Background: an optimization exercise with open tools, aiming at small area. Do not read the settings as production practice.
RTL that was checked went through simulation tests only; none was proved equivalent to the original.
The flow treats the clock pin as an ideal source, which a real chip does not have.
Power figures rest on the tool's default switching activity, not on a simulated workload.

==> flow/design.v (excerpt) <==
module Tx8b10b (
    input clk,
    input rst,
    input en,
    input [7:0] dataIn,
    input writeStrobe,
    output dataPresent,
    output halfFull,
    output full,
    output tx
);
Size in the first run: ~150 flip-flops, about 16 I/O pins.
Settings: LEC_CHECK=0, CAP_MARGIN=20, CORE_MARGIN=2, CORE_UTILIZATION=80, SLEW_MARGIN=20; clock period 5.0 ns.
standard.sh (not shown) runs the stock make flow with config.mk's settings and CLKGATE_MAP_FILE= SYNTH_SCRIPT=/design/flow/synth_recipe.tcl, a recipe that flattens the netlist after the stock synthesis.
==> flow/flow/run.sh <==
#!/bin/bash
# Own flow: the standard ORFS flow, with synthesis using an area-oriented ABC script
# (flow/abc.script) and no half-adder extraction, and a leaner clock tree.
set -euo pipefail
W=$PWD
export OWN_ABC_SCRIPT=$W/flow/abc.script
bash standard.sh synth SYNTH_SCRIPT=$W/flow/my_synth.tcl > $W/own_synth.log 2>&1
export CTS_ARGS="-sink_clustering_enable -repair_clock_nets -dont_use_dummy_load -buf_list sky130_fd_sc_hd__clkbuf_4 -root_buf sky130_fd_sc_hd__clkbuf_8"
export POST_CTS_TCL=$W/flow/post_cts.tcl
export OWN_CLK_SLEW=0.112
export BUFFER_PORTS_ARGS="-buffer_cell sky130_fd_sc_hd__buf_1"
bash standard.sh > $W/own_flow.log 2>&1
==> flow/flow/abc.script <==
&get -n
&st
&dc2
&dc2
&dch -f
&nf -R 1000 -p -C 32 -F 8
&put
==> flow/flow/my_synth.tcl <==
proc synth {args} { yosys synth -nofsm -noshare {*}$args }
proc abc {args} {
  set i [lsearch -exact $args -script]
  if { $i >= 0 } { lset args [expr {$i + 1}] $::env(OWN_ABC_SCRIPT) }
  puts "own abc: [lindex $args [expr {$i + 1}]]"
  yosys abc {*}$args
}
proc extract_fa {args} { puts "extract_fa skipped" }
source $::env(SCRIPTS_DIR)/synth.tcl
# left out here: clear keep_hierarchy, flatten, clean up, hide names made inside functions, write 1_2_yosys.v
==> flow/flow/post_cts.tcl <==
estimate_parasitics -placement
proc own_load_slew { inst } {
  set worst 0
  set out [get_pins -of_objects $inst -filter "direction == output"]
  foreach pin [get_pins -of_objects [get_nets -of_objects $out]] {
    if { [get_property $pin direction] == "output" } { continue }
    set s [get_property $pin slew_max]
    if { $s > $worst } { set worst $s }
  }
  return $worst
}
set own_sizes {sky130_fd_sc_hd__clkbuf_4 sky130_fd_sc_hd__clkbuf_8 sky130_fd_sc_hd__clkbuf_16}
set n 0
foreach inst [get_cells clkbuf_*] {
  set leaf 1
  set out [get_pins -of_objects $inst -filter "direction == output"]
  foreach pin [get_pins -of_objects [get_nets -of_objects $out]] {
    if { [get_property $pin direction] == "output" } { continue }
    if { [string match "clkbuf_*" [get_full_name [get_cells -of_objects $pin]]] } { set leaf 0 }
  }
  if { !$leaf } { continue }
  set cur [lsearch -exact $own_sizes [get_property $inst ref_name]]
  if { $cur < 0 } { continue }
  while { [own_load_slew $inst] > $::env(OWN_CLK_SLEW) && $cur < [llength $own_sizes] - 1 } {
    incr cur
    replace_cell $inst [lindex $own_sizes $cur]
    incr n
  }
}
puts "post_cts: upsized clock buffers $n times"
if { $n > 0 } {
  detailed_placement
  estimate_parasitics -placement
}
Rerun with:
Settings changed: CORE_UTILIZATION 80 to 75.
Outcome: Setup slack gets better by 0.37 ns. Total power decreases slightly. Clock-buffer cell count is unchanged. Register-to-register slack gets better by 0.37 ns. Synthesized area does not change. Hold slack hardly moves. Via count decreases by a few percent. Sequential share of layout area decreases by 0.28 points. Cell area increases slightly. Critical path depth decreases by 4.
Rerun with:
--- a/flow/flow/run.sh
+++ b/flow/flow/run.sh
@@ -9,4 +9,5 @@
 export POST_CTS_TCL=$W/flow/post_cts.tcl
 export OWN_CLK_SLEW=0.112
+export POST_GLOBAL_PLACE_TCL=$W/flow/post_gp.tcl
 export BUFFER_PORTS_ARGS="-buffer_cell sky130_fd_sc_hd__buf_1"
 bash standard.sh > $W/own_flow.log 2>&1
==> flow/flow/post_gp.tcl (new file) <==
# Drop the buffers that timing-driven global placement put on internal nets
# (not the port buffers, nor buffers on the input ports' fan-out); the resize
# step's repair_design adds back whatever slew or capacitance still needs.
set own_n 0
foreach inst [get_cells place*] {
  if { ![string match "sky130_fd_sc_hd__buf_*" [get_property $inst ref_name]] } { continue }
  set name [get_full_name $inst]
  set in_net [get_nets -of_objects [get_pins $name/A]]
  set out_net [get_nets -of_objects [get_pins $name/X]]
  set drv [get_pins -of_objects $in_net -filter "direction == output"]
  if { [llength $drv] != 1 } { continue }
  if { [string match "input*" [get_full_name [get_cells -of_objects $drv]]] } { continue }
  if { [llength [get_ports -quiet -of_objects $out_net]] > 0 } { continue }
  if { [llength [get_ports -quiet -of_objects $in_net]] > 0 } { continue }
  foreach pin [get_pins -of_objects $out_net -filter "direction == input"] {
    disconnect_pin $out_net $pin
    connect_pin $in_net $pin
  }
  disconnect_pin $in_net [get_pins $name/A]
  disconnect_pin $out_net [get_pins $name/X]
  delete_instance $inst
  delete_net $out_net
  incr own_n
}
puts "post_gp: removed $own_n buffers"
estimate_parasitics -placement
Settings changed: CAP_MARGIN 20 to 5, SLEW_MARGIN 20 to 5.
Outcome: Core utilization went down by 0.76 points; worst setup slack loses 0.23 ns; combinational power barely changes; sequential cell count does not change; synthesized area does not change; power is about the same; design area decreases by 0.92%; die area stays the same; clock-buffer cell count stays the same.
Rerun with:
Settings changed: CAP_MARGIN 5 to 20, SLEW_MARGIN 5 to 20.
Effect:
- The changed run completed with no timing, DRC or antenna violations
- worst hold slack improves by 0.0055 ns
- first-iteration DRC count climbs by 9.8%
- final cell count shrinks by 0.57%
- non-clock buffer count came out lower by 3
- total power goes up by 1.0%
Function was not checked in any run of this note: the RTL went through the layout flow alone.

========
== job 2506 ==
Another version of the RTL of Tx8b10b (not shown whole).
Size: about 390 cells after synthesis, about 150 flip-flops.
export LEC_CHECK = 0
export CAP_MARGIN = 20
export CORE_MARGIN = 2
export CORE_UTILIZATION = 60
export SLEW_MARGIN = 20
create_clock -name core_clock -period 5.0 [get_ports {clk}]
==> flow/flow/run.sh <==
#!/bin/bash
# Own flow: the standard ORFS flow, with synthesis using an area-oriented ABC script
# (flow/abc.script) and no half-adder extraction, and a leaner clock tree.
set -euo pipefail
W=$PWD
export OWN_ABC_SCRIPT=$W/flow/abc.script
bash standard.sh synth SYNTH_SCRIPT=$W/flow/my_synth.tcl > $W/own_synth.log 2>&1
export CTS_ARGS="-sink_clustering_enable -repair_clock_nets -dont_use_dummy_load -buf_list sky130_fd_sc_hd__clkbuf_4 -root_buf sky130_fd_sc_hd__clkbuf_8"
export BUFFER_PORTS_ARGS="-buffer_cell sky130_fd_sc_hd__buf_1"
bash standard.sh > $W/own_flow.log 2>&1
Scripts as last shown in full above: flow/flow/abc.script, flow/flow/my_synth.tcl
Job 2506 finished every stage and its layout cleared the timing, DRC and antenna checks.
Input changes introduced in job 6813 (baseline for comparison: job 2506):
- a change of CORE_UTILIZATION from 60 to 75
[summary]
- Looking at final clock period utilization by the worst path, job 6813 sits 0.22 points above job 2506.
- Job 6813 ends up with lower worst-margin pin slew than job 2506 does.
- Job 6813 vs job 2506: combinational power up by a few percent
The following lists how job 9316 was set up differently from job 6813:
- swapping 75 for 60 in CORE_UTILIZATION
==> flow/flow/abc.script <==
&get -n
&st
&dch -f
&nf -R 1000
&put
==> comparison <==
Fraction of power consumed by combinational cells: job 9316 > job 6813
The post-synthesis to final-layout area growth reported for job 9316 is greater than that of job 6813 by 1.2 points.
Where total power is concerned, job 6813 is better than job 9316.
Summary — synthesized cell count, job 9316 relative to job 6813: higher, by about 4.3%.
The run showing the greater register-to-register slack is job 6813.
Job 9316 vs. job 6813: area of the mapped netlist has increased, non-filler instance count after layout increased about 10%, multiplexer share of the synthesized area climbed 0.17 points, worst reg-to-reg path cell count grew by 4, final area rose 140 sq um.
Worst supply voltage drop on vdd on job 9316 is ahead of job 6813.
Edits applied to the flow inputs when going from job 9316 to job 8997:
- changing CORE_UTILIZATION from 60 to 75
--- a/flow/flow/run.sh
+++ b/flow/flow/run.sh
@@ -7,4 +7,7 @@
 bash standard.sh synth SYNTH_SCRIPT=$W/flow/my_synth.tcl > $W/own_synth.log 2>&1
 export CTS_ARGS="-sink_clustering_enable -repair_clock_nets -dont_use_dummy_load -buf_list sky130_fd_sc_hd__clkbuf_4 -root_buf sky130_fd_sc_hd__clkbuf_8"
+export POST_CTS_TCL=$W/flow/post_cts.tcl
+export OWN_CLK_SLEW=0.112
+export POST_GLOBAL_PLACE_TCL=$W/flow/post_gp.tcl
 export BUFFER_PORTS_ARGS="-buffer_cell sky130_fd_sc_hd__buf_1"
 bash standard.sh > $W/own_flow.log 2>&1
==> flow/flow/abc.script <==
&get -n
&st
&dc2
&dc2
&dch -f
&nf -R 1000 -p -C 32 -F 8
&put
==> flow/flow/post_cts.tcl (new file) <==
estimate_parasitics -placement
proc own_load_slew { inst } {
  set worst 0
  set out [get_pins -of_objects $inst -filter "direction == output"]
  foreach pin [get_pins -of_objects [get_nets -of_objects $out]] {
    if { [get_property $pin direction] == "output" } { continue }
    set s [get_property $pin slew_max]
    if { $s > $worst } { set worst $s }
  }
  return $worst
}
set own_sizes {sky130_fd_sc_hd__clkbuf_4 sky130_fd_sc_hd__clkbuf_8 sky130_fd_sc_hd__clkbuf_16}
set n 0
foreach inst [get_cells clkbuf_*] {
  set leaf 1
  set out [get_pins -of_objects $inst -filter "direction == output"]
  foreach pin [get_pins -of_objects [get_nets -of_objects $out]] {
    if { [get_property $pin direction] == "output" } { continue }
    if { [string match "clkbuf_*" [get_full_name [get_cells -of_objects $pin]]] } { set leaf 0 }
  }
  if { !$leaf } { continue }
  set cur [lsearch -exact $own_sizes [get_property $inst ref_name]]
  if { $cur < 0 } { continue }
  while { [own_load_slew $inst] > $::env(OWN_CLK_SLEW) && $cur < [llength $own_sizes] - 1 } {
    incr cur
    replace_cell $inst [lindex $own_sizes $cur]
    incr n
  }
}
puts "post_cts: upsized clock buffers $n times"
if { $n > 0 } {
  detailed_placement
  estimate_parasitics -placement
}
==> flow/flow/post_gp.tcl (new file) <==
# Drop the buffers that timing-driven global placement put on internal nets
# (not the port buffers, nor buffers on the input ports' fan-out); the resize
# step's repair_design adds back whatever slew or capacitance still needs.
set own_n 0
foreach inst [get_cells place*] {
  if { ![string match "sky130_fd_sc_hd__buf_*" [get_property $inst ref_name]] } { continue }
  set name [get_full_name $inst]
  set in_net [get_nets -of_objects [get_pins $name/A]]
  set out_net [get_nets -of_objects [get_pins $name/X]]
  set drv [get_pins -of_objects $in_net -filter "direction == output"]
  if { [llength $drv] != 1 } { continue }
  if { [string match "input*" [get_full_name [get_cells -of_objects $drv]]] } { continue }
  if { [llength [get_ports -quiet -of_objects $out_net]] > 0 } { continue }
  if { [llength [get_ports -quiet -of_objects $in_net]] > 0 } { continue }
  foreach pin [get_pins -of_objects $out_net -filter "direction == input"] {
    disconnect_pin $out_net $pin
    connect_pin $in_net $pin
  }
  disconnect_pin $in_net [get_pins $name/A]
  disconnect_pin $out_net [get_pins $name/X]
  delete_instance $inst
  delete_net $out_net
  incr own_n
}
puts "post_gp: removed $own_n buffers"
estimate_parasitics -placement
==> run summary <==
- Job 9316 finished all stages; the layout is clean.
- Job 8997 was carried through to the last stage, and its layout satisfied the timing, DRC and antenna checks.
- Relative to job 9316, switching power increased by 3.4% in job 8997.
- Taking job 9316 as the reference, in job 8997 sequential fraction of the synthesis area shows an increase of 0.87 points; number of buffers other than clock buffers in the final layout shows a reduction of 11; area growth from synthesis to final layout shows a reduction of 1.1 points.
- Least setup slack across all paths after layout up 180 ps in job 8997 wrt job 9316
- [compare] base=job 9316 new=job 8997: wire length went up about 15%, area of all placed cells without fillers dropped about 2.2%.

re-timing with driven ports:
The flow's constraints put no driver on any port. The routed layouts listed below were extracted and timed again, unchanged, in two steps. Step 1: set_driving_cell puts a clkbuf_16 on clk and a buf_2 on each other input, an assumption about the parent block. Step 2, shift: input delay + t, output delay - t, t = (earliest + latest rising clock arrival at the registers) / 2. This alone moves slack from input paths to output paths. a / b / c = ideal ports / drivers / drivers and shift; a / b = the first two.
run | t (ns) | setup slack, ns | hold slack, ns | worst setup path at the end | latest minus earliest clock arrival (ns)
the first run of note 1 | 0.442 | 0.527 / 0.527 / 0.527 | 0.443 / 0.443 / 0.443 | register to register | 0.030 / 0.031
the second run of note 1 | 0.431 | 0.899 / 0.899 / 0.899 | 0.440 / 0.440 / 0.440 | register to register | 0.041 / 0.041
the third run of note 1 | 0.440 | 0.665 / 0.665 / 0.665 | 0.434 / 0.434 / 0.434 | register to register | 0.027 / 0.027
the fourth run of note 1 | 0.442 | 0.536 / 0.536 / 0.536 | 0.440 / 0.440 / 0.440 | register to register | 0.036 / 0.036
job 2506 | 0.435 | 0.793 / 0.793 / 0.793 | 0.438 / 0.438 / 0.438 | register to register | 0.045 / 0.046
job 6813 | 0.440 | 0.782 / 0.782 / 0.782 | 0.446 / 0.446 / 0.446 | register to register | 0.044 / 0.045
job 9316 | 0.431 | 0.465 / 0.465 / 0.465 | 0.415 / 0.415 / 0.415 | register to register | 0.050 / 0.051
job 8997 | 0.441 | 0.644 / 0.644 / 0.644 | 0.442 / 0.442 / 0.442 | register to register | 0.038 / 0.037
After both steps setup and hold are still met in every run listed.
